Context: an optimization exercise on an open-source flow, tuned for small area, a short achievable clock period and few clock cycles per item. The choices shown serve that exercise and are no tape-out recipe. In this exercise RTL edits were held to simulation tests only and were not proved equivalent to the original. Power and IR drop assume default switching activity.

==> flow/design.v, too long to show whole: its modules and the start of the top module <==
// module Multiply: 16 lines
// module Multiply_booth: 11 lines
// module Mant_mul: 971 lines
// module Emission_rom: 115 lines
// module Transition_nz: 61 lines
// module Transition_rom: 190 lines
// module Viterbi: 286 lines
module Viterbi (clk, reset, in_valid, in_word, in_ready,
                out_valid, out_tag, out_last, error);
  // ...
==> flow/flow/run.sh <==
#!/bin/bash
# Own layout flow: the standard ORFS layout (standard.sh), with the timing
# repair steps (after floorplan, CTS and global route) aiming for a larger setup
# slack than 0 at the design's own clock period and constraints. If the
# finished layout comes within 3% of a max-slew or max-capacitance limit, the
# layout is made again with the next, smaller margin. Each attempt's make output
# is in flow_make_m<margin>.log and its ORFS logs and reports under
# orfs_m<margin>/ (the last attempt's stay in orfs/).
set -uo pipefail
MARGINS="16 15"
fits() {
  local r=orfs/reports/sky130hd/Viterbi/base/6_finish.rpt
  [[ -f $r && -f out/final.def ]] || return 1
  awk '
    /finish max_slew_check_slack_limit/ {getline; getline; s=$1}
    /finish max_capacitance_check_slack_limit/ {getline; getline; c=$1}
    END { exit !(s != "" && c != "" && s+0 >= 0.03 && c+0 >= 0.03) }' "$r"
}
last=""
for m in $MARGINS; do
  if [[ -n $last ]]; then
    mv orfs "orfs_m$last"
    rm -f out/final.def
  fi
  last=$m
  if bash standard.sh "SETUP_SLACK_MARGIN=$m" finish > "flow_make_m$m.log" 2>&1 && fits; then
    exit 0
  fi
done
[[ -f out/final.def ]]
==> flow/standard.sh <==
#!/bin/bash
# synth_recipe.tcl (not shown) runs the flow's synth.tcl, then flattens the netlist and writes it again
# the make line also repeats each setting of config.mk as NAME=value (left out here)
make -C /OpenROAD-flow-scripts/flow DESIGN_CONFIG=/design/flow/config.mk WORK_HOME=/design/flow/orfs CLKGATE_MAP_FILE= SYNTH_SCRIPT=/design/flow/synth_recipe.tcl "${@:-finish}"
==> flow/config.mk <==
export PLATFORM = sky130hd
export DESIGN_NAME = Viterbi
export DESIGN_NICKNAME = Viterbi
export VERILOG_FILES = /design/flow/design.v
export SDC_FILE = /design/flow/constraint.sdc
export NUM_CORES = 4
export LEC_CHECK = 0
export CAP_MARGIN = 20
export CORE_MARGIN = 2
export CORE_UTILIZATION = 40
export PLACE_DENSITY = 0.6
export SLEW_MARGIN = 20
export SYNTH_MEMORY_MAX_BITS = 16384
==> flow/constraint.sdc <==
create_clock -name core_clock -period 22.0 [get_ports {clk}]
set_input_delay 4.4000 -clock core_clock [delete_from_list [all_inputs] [get_ports {clk}]]
set_output_delay 4.4000 -clock core_clock [all_outputs]
set_load 0.01 [all_outputs]
==> run summary, run 1 <==
Global routing:
- The global-route wire length before repair is 295 mm.
- Global routing used 37.7% of the available tracks across all layers.
- Entering global routing, the biggest net connects 69 pins.

Synthesis:
- In the synthesized netlist the dominant register cell turns out to be edfxtp_1.
- The biggest area consumer among synthesized cells is edfxtp_1.
- Yosys mapped a number of flops with a built-in enable equal to 480.
- The Yosys step of the flow raised 4 warnings.
- The commonest cells after synthesis are 480 x edfxtp_1, 347 x inv_1, 303 x nand2_1.
- The xor/xnor share of the synthesized area is 6.95%.

STA:
- The worst path uses 29.9% of the clock period.
- For this run, the top clock speed supported by timing is 152 MHz.
- The final critical-path setup slack is 15.41 ns.

Placement:
- In this run the cell area measured after placement is 45000 um2.

Routing:
- The count of TritonRoute iterations in the first routing pass is 8.

Finish:
- After the last flow step, the layout net total stands at 4873.
- The count of non-filler cells in the finished layout is 5937.
- The fraction of final cell area spent on clock buffers and inverters in this run is 4.53%.
- In the final design, more cell area goes to multi-input combinational cells than to any other class.

Die:
- The starting density of the core is 40.2%.
- The area of the core region is 107000 um2.
- The number of well taps is 1403.

Worst setup path:
- The critical path launch point type is a flip-flop.
- The highest fanout seen on the critical path is 4.
- The count of cell instances traversed by the critical path is 22.

Status:
- The flow ran to the end and the layout has no timing, DRC or antenna violations.

Power:
- In this run switching power makes up 44.2% of total power.
- The biggest power consumer among the groups is combinational cells.
- The power spent charging and discharging nets is 2.57 mW.

Hold path:
- Counting instances, the worst hold path has a depth of 0.
Testbench counts, summed over its fixed seeds: cycles 4,834, words 3,918.
==> run 2: changes to the inputs <==
==> flow/run.sh (new file) <==
#!/bin/bash
# synth_recipe.tcl (not shown) runs the flow's synth.tcl, then flattens the netlist and writes it again
# the make line also repeats each setting of config.mk as NAME=value (left out here)
make -C /OpenROAD-flow-scripts/flow DESIGN_CONFIG=/design/flow/config.mk WORK_HOME=/design/flow/orfs CLKGATE_MAP_FILE= SYNTH_SCRIPT=/design/flow/synth_recipe.tcl finish
removed: flow/flow/run.sh
removed: flow/standard.sh
==> run 2 against run 1 <==
Cell area down 4.7%. Worst hold slack got worse by 0.022 ns. Non-clock buffer count is 143 lower. Sequential cell count is the same. Largest power group unchanged. Sequential share of layout area grew 1.5 points. Still clean. Core utilization is 2.2 points lower. Area after synthesis is the same. Sequential power is essentially flat. Critical path depth is the same. Register-to-register slack got worse by 0.88 ns.
==> run summary, run 2 <==
STA:
- The count of pins over their slew limit was 0 (unchanged).
- The slew at the pin with the worst max-slew slack is 1.32 ns (was 1.24 ns).
- The final hold slack is 0.392 ns (was 0.414 ns).
- The time the worst path needs with I/O delays and setup is 7.47 ns (was 6.59 ns).
- Unrepaired setup endpoints after global routing: false (was true).
- The setup violation total in the final timing report was 0 (unchanged).
- The worst slew slack as a fraction of its limit is 11.4% (was 16.5%).
- The maximum operating frequency was 134 MHz (was 152 MHz).
- The final hold violation count was 0 (unchanged).
- The final critical-path setup slack is 14.53 ns (was 15.41 ns).
- The final-layout setup total negative slack is 0 ns (unchanged).
- The ratio of final minimum period to clock period is 33.9% (was 29.9%).
- The largest clock skew in the final design is 0.0690 ns (was 0.0458 ns).

CTS:
- The root buffer selected by CTS is clkbuf_16 (unchanged).
- The post-CTS setup buffer count came to 0 (was 120).
- The number of buffers between clock root and the deepest sink is 3 (unchanged).
- The clock latency at the later pin of the worst-skew pair is 0.68 ns (about the same).
- The clock tree from TritonCTS is yes (unchanged).
- The cts-stage hold buffer count came to 0 (unchanged).
- The total number of clock tree sinks is 544 (unchanged).
- The total clock buffers created by CTS was 59 (was 61).
- The post-CTS resize count came to 0 (was 149).
- The count of H-tree levels built during CTS is 2 (unchanged).
- The clock edge transition at the registers on the reported setup and hold paths is 0.06 ns (about the same).

Placement:
- The post-placement cell count is 5673 (was 5681).
- The minimum setup slack after placement is 14.30 ns (was 14.89 ns).
- The weighted congestion reported at the end of routability-driven placement is 1.09 (about the same).
- The half-perimeter wire length after detailed placement is 158 mm (was 159 mm).
- The count of input and output buffers is 18 (unchanged).

Routing:
- The number of vias in the routed layout is 37557 (was 38238).
- The ratio of routed vias to standard cells was 6.49 (was 6.44).
- The count of TritonRoute iterations in the first routing pass is 6 (was 8).
- The number of remaining DRC errors was 0 (unchanged).
- The count of routing violations after the opening detailed-route iteration is 4808 (was 4883).
- The post-detailed-route wirelength per cell is 35.7 um (was 35.6 um).
- The remaining antenna violation count after routing is 0 (unchanged).
- The final wirelength is 207 mm (was 211 mm).

Power:
- The power per standard cell area is 104 nW/um2 (was 118 nW/um2).
- The largest vdd supply drop is 0.233 mV (was 0.194 mV).
- The static leakage is 18.4 nW (was 19.4 nW).

Die:
- The number of placement rows is 120 (unchanged).
- The starting density of the core was 40.2% (unchanged).
- The width of the die is 332 um (unchanged).
- The area of the core region came to 107000 um2 (unchanged).
- The overall die area came to 110000 um2 (unchanged).
- The die boundary height is 332 um (unchanged).
- The number of I/O pins is 19 (unchanged).

Synthesis:
- The most common cell in the netlist is edfxtp_1 (unchanged).
- The number of nets produced by synthesis was 4813 (unchanged).
- The leading register cell type out of synthesis is edfxtp_1 (unchanged).
- The post-synthesis compound-gate area fraction is 16.6% (unchanged).
- The synthesized-area fraction occupied by adder cells is 15.6% (unchanged).
- The flip-flop and latch count after synthesis was 544 (unchanged).
- Synth cell count leaders: 480 x edfxtp_1, 347 x inv_1, 303 x nand2_1 (unchanged).
- The top cell type's share of synthesized area was 33.6% (unchanged).
- The xor/xnor share of the synthesized area came to 6.95% (unchanged).
- The sequential area share after synthesis is 36.5% (unchanged).
- The synthesized instance count is 4417 (unchanged).
- The simple-gate share of the synthesized area is 15.0% (unchanged).
- The largest family of logic cells by synthesized area is compound AO/OA/AOI/OAI gates (unchanged).
- The number of warnings issued by yosys is 4 (unchanged).
- The number of synthesized flops with an enable pin is 480 (unchanged).
- The multiplexer share of the synthesized area was 3.15% (unchanged).
- The number of distinct library cell variants in the gate-level netlist after synthesis came to 96 (unchanged).
- Leading post-synthesis cells by cell area: edfxtp_1 34%, fa_1 12%, xnor2_1 3.9% (unchanged).
- The biggest area consumer among synthesized cells is edfxtp_1 (unchanged).
- The synthesized area came to 43000 um2 (unchanged).
- The post-synthesis average cell area is 9.72 um2 (unchanged).
- The share of flip-flops with an asynchronous set or reset after synthesis is 0% (unchanged).

Global routing:
- The via count of the first global-routing pass is 36948 (was 38169).
- The number of antenna violations at the first check in global routing is 4 (was 6).
- The global-route wire length before repair is 289 mm (was 295 mm).
- The maximum number of pins on one net before global-route repair came to 69 (unchanged).
- The remaining global-route overflow was 0 (unchanged).
- The overall fraction of global-route tracks in use is 37.0% (was 37.7%).

Worst setup path:
- The data arrival time of the worst path is 7.81 ns (was 6.95 ns).
- The critical path class was reg2reg (unchanged).
- The highest fanout seen on the critical path came to 19 (was 4).
- The required time reported for the critical path endpoint is 22.34 ns (was 22.36 ns).
- The worst setup slack for register-to-register paths is 14.53 ns (was 15.41 ns).
- The category of the worst setup path capture point was a flip-flop (unchanged).
- The critical path launch point type is a flip-flop (unchanged).

Finish:
- The register area came to 15700 um2 (about the same).
- Most frequent cells in the layout: 480 x edfxtp_1, 346 x inv_1, 299 x nand2_1, 279 x nor2_1, 251 x fa_1 (was 480 x edfxtp_1, 341 x inv_1, 298 x nand2_1, 276 x nor2_1, 252 x buf_4).
- Largest registers in the final layout: eb0: 64 flops, eb1: 64 flops, sa0: 64 flops (unchanged).
- The share of cells above drive strength 1 is 8.93% (was 14.3%).
- The count of nets after finishing came to 4728 (was 4873).
- The area taken by multi-input logic gates is 24900 um2 (was 25500 um2).
- The count of non-filler cells in the finished layout is 5787 (was 5937).
- The utilization of the core after routing was 44.0% (was 46.2%).
- The signed area change from the synthesized netlist to the final layout was 9.38% (was 14.8%).
- The number of fill cells in the layout is 10325 (was 10133).
- The leading cell type in the layout, fill and taps excluded is edfxtp_1 (unchanged).

Flow run:
- The max-cap violation count is 0 (unchanged).

Status:
- Outcome: complete, no violations (unchanged).

Hold path:
- The worst min-delay path category was reg2reg (unchanged).
run 2: worst paths after layout:
check,start,cells past startpoint,to
worst min-delay path,sa0[3][1]$_DFFE_PP_,0,sa0[4][1]$_DFFE_PP_
worst max-delay path,p0_dval[6]$_DFF_P_,22,d0[22]$_DFFE_PP_
worst max register to register,p0_dval[6]$_DFF_P_,22,d0[22]$_DFFE_PP_
worst min register to register,sa0[3][1]$_DFFE_PP_,0,sa0[4][1]$_DFFE_PP_
run 2: worst max-delay path, cell delays in order, from the launching register on:
cell and delay, ns:
dfxtp_1 0.60, buf_4 0.35, a22oi_1 0.15, xor2_1 0.20, fa_1 0.53, fa_1 0.49, inv_1 0.05, fa_1 0.40
fa_1 0.43, fa_1 0.47, ha_1 0.35, a21o_1 0.19, a21o_1 0.18, a21o_1 0.17, a21o_1 0.17, a221o_1 0.39
o21ai_0 0.33, a21oi_1 0.16, or4b_2 0.68, and2_1 0.20, a211oi_1 0.35, xnor2_1 0.18, o22ai_1 0.12
run 2: cell families (layout without fill, tap and decap cells):
kind of cell / Yosys count / after routing
other cells: 0 / 4
buf+inv: 671 / 634
flops: 544 / 544
xor+xnor: 341 / 341
fa+ha+maj: 385 / 385
mux: 127 / 127
simple gates: 1283 / 1283
compound gates: 1066 / 1066
run 2: metrics by stage:
step	total power [mW]	area, um2
detailed placement	3.83	44900
CTS	4.87	46900
global placement	3.82	44900
finish	4.88	47000
global route	5.14	47000
floorplan	2.96	43000
run 2: cell type report:
class	count	area share (%)
multi-input combinational	3202	52.9
clock inverter	33	0.762
antenna	4	0.0213
clock buffer	76	3.54
inverter	360	2.88
tap	1403	3.74
sequential	544	33.4
timing repair buffer	165	2.75
run 2: per-layer routing:
metal  vias up  track usage, %  part of all wire [%]
met2      2115            59.1                    46
met1     18943            46.4                    39
li1      15950               -                     -
met3       545            5.50                   7.3
met5         -               0                 0.011
met4         4            25.4                   8.3
run 2: power breakdown:
| group | total, mW | switching [mW] | internal, mW | leakage, nW |
|---|---|---|---|---|
| registers | 1.32 | 0.111 | 1.21 | 5.02 |
| clock network | 1.03 | 0.445 | 0.587 | 0.989 |
| logic | 2.53 | 1.64 | 0.886 | 12.4 |

-- afterwards: timing with drivers on the ports --
The flow's constraints put no driver on any port. The routed layouts listed below were extracted and timed again, unchanged, in two steps. Step 1 (the two cells are an assumption about what drives the block):
set clk [get_ports {clk}]
set_driving_cell -lib_cell sky130_fd_sc_hd__clkbuf_16 $clk
set_driving_cell -lib_cell sky130_fd_sc_hd__buf_2 [delete_from_list [all_inputs] $clk]
Step 2 moves the port delays by t, midway between the first and last clock arrival at a register: inputs arrive t later, outputs are due t later. That takes back most of the time a late clock gives input paths. a / b / c = no drivers / after step 1 / after step 2; a / b = the first two.
run	shift t [ns]	slack for setup (ns)	hold slack, ns	slew at the worst register clock pin (ns)	cell pins on the clock port's net
run 1	0.716	15.413 / 15.413 / 15.413	0.414 / 0.414 / 0.414	0.07 / 0.07	1
run 2	0.715	14.534 / 14.534 / 14.534	0.392 / 0.392 / 0.392	0.07 / 0.07	1
After both steps every run listed still meets setup and hold.
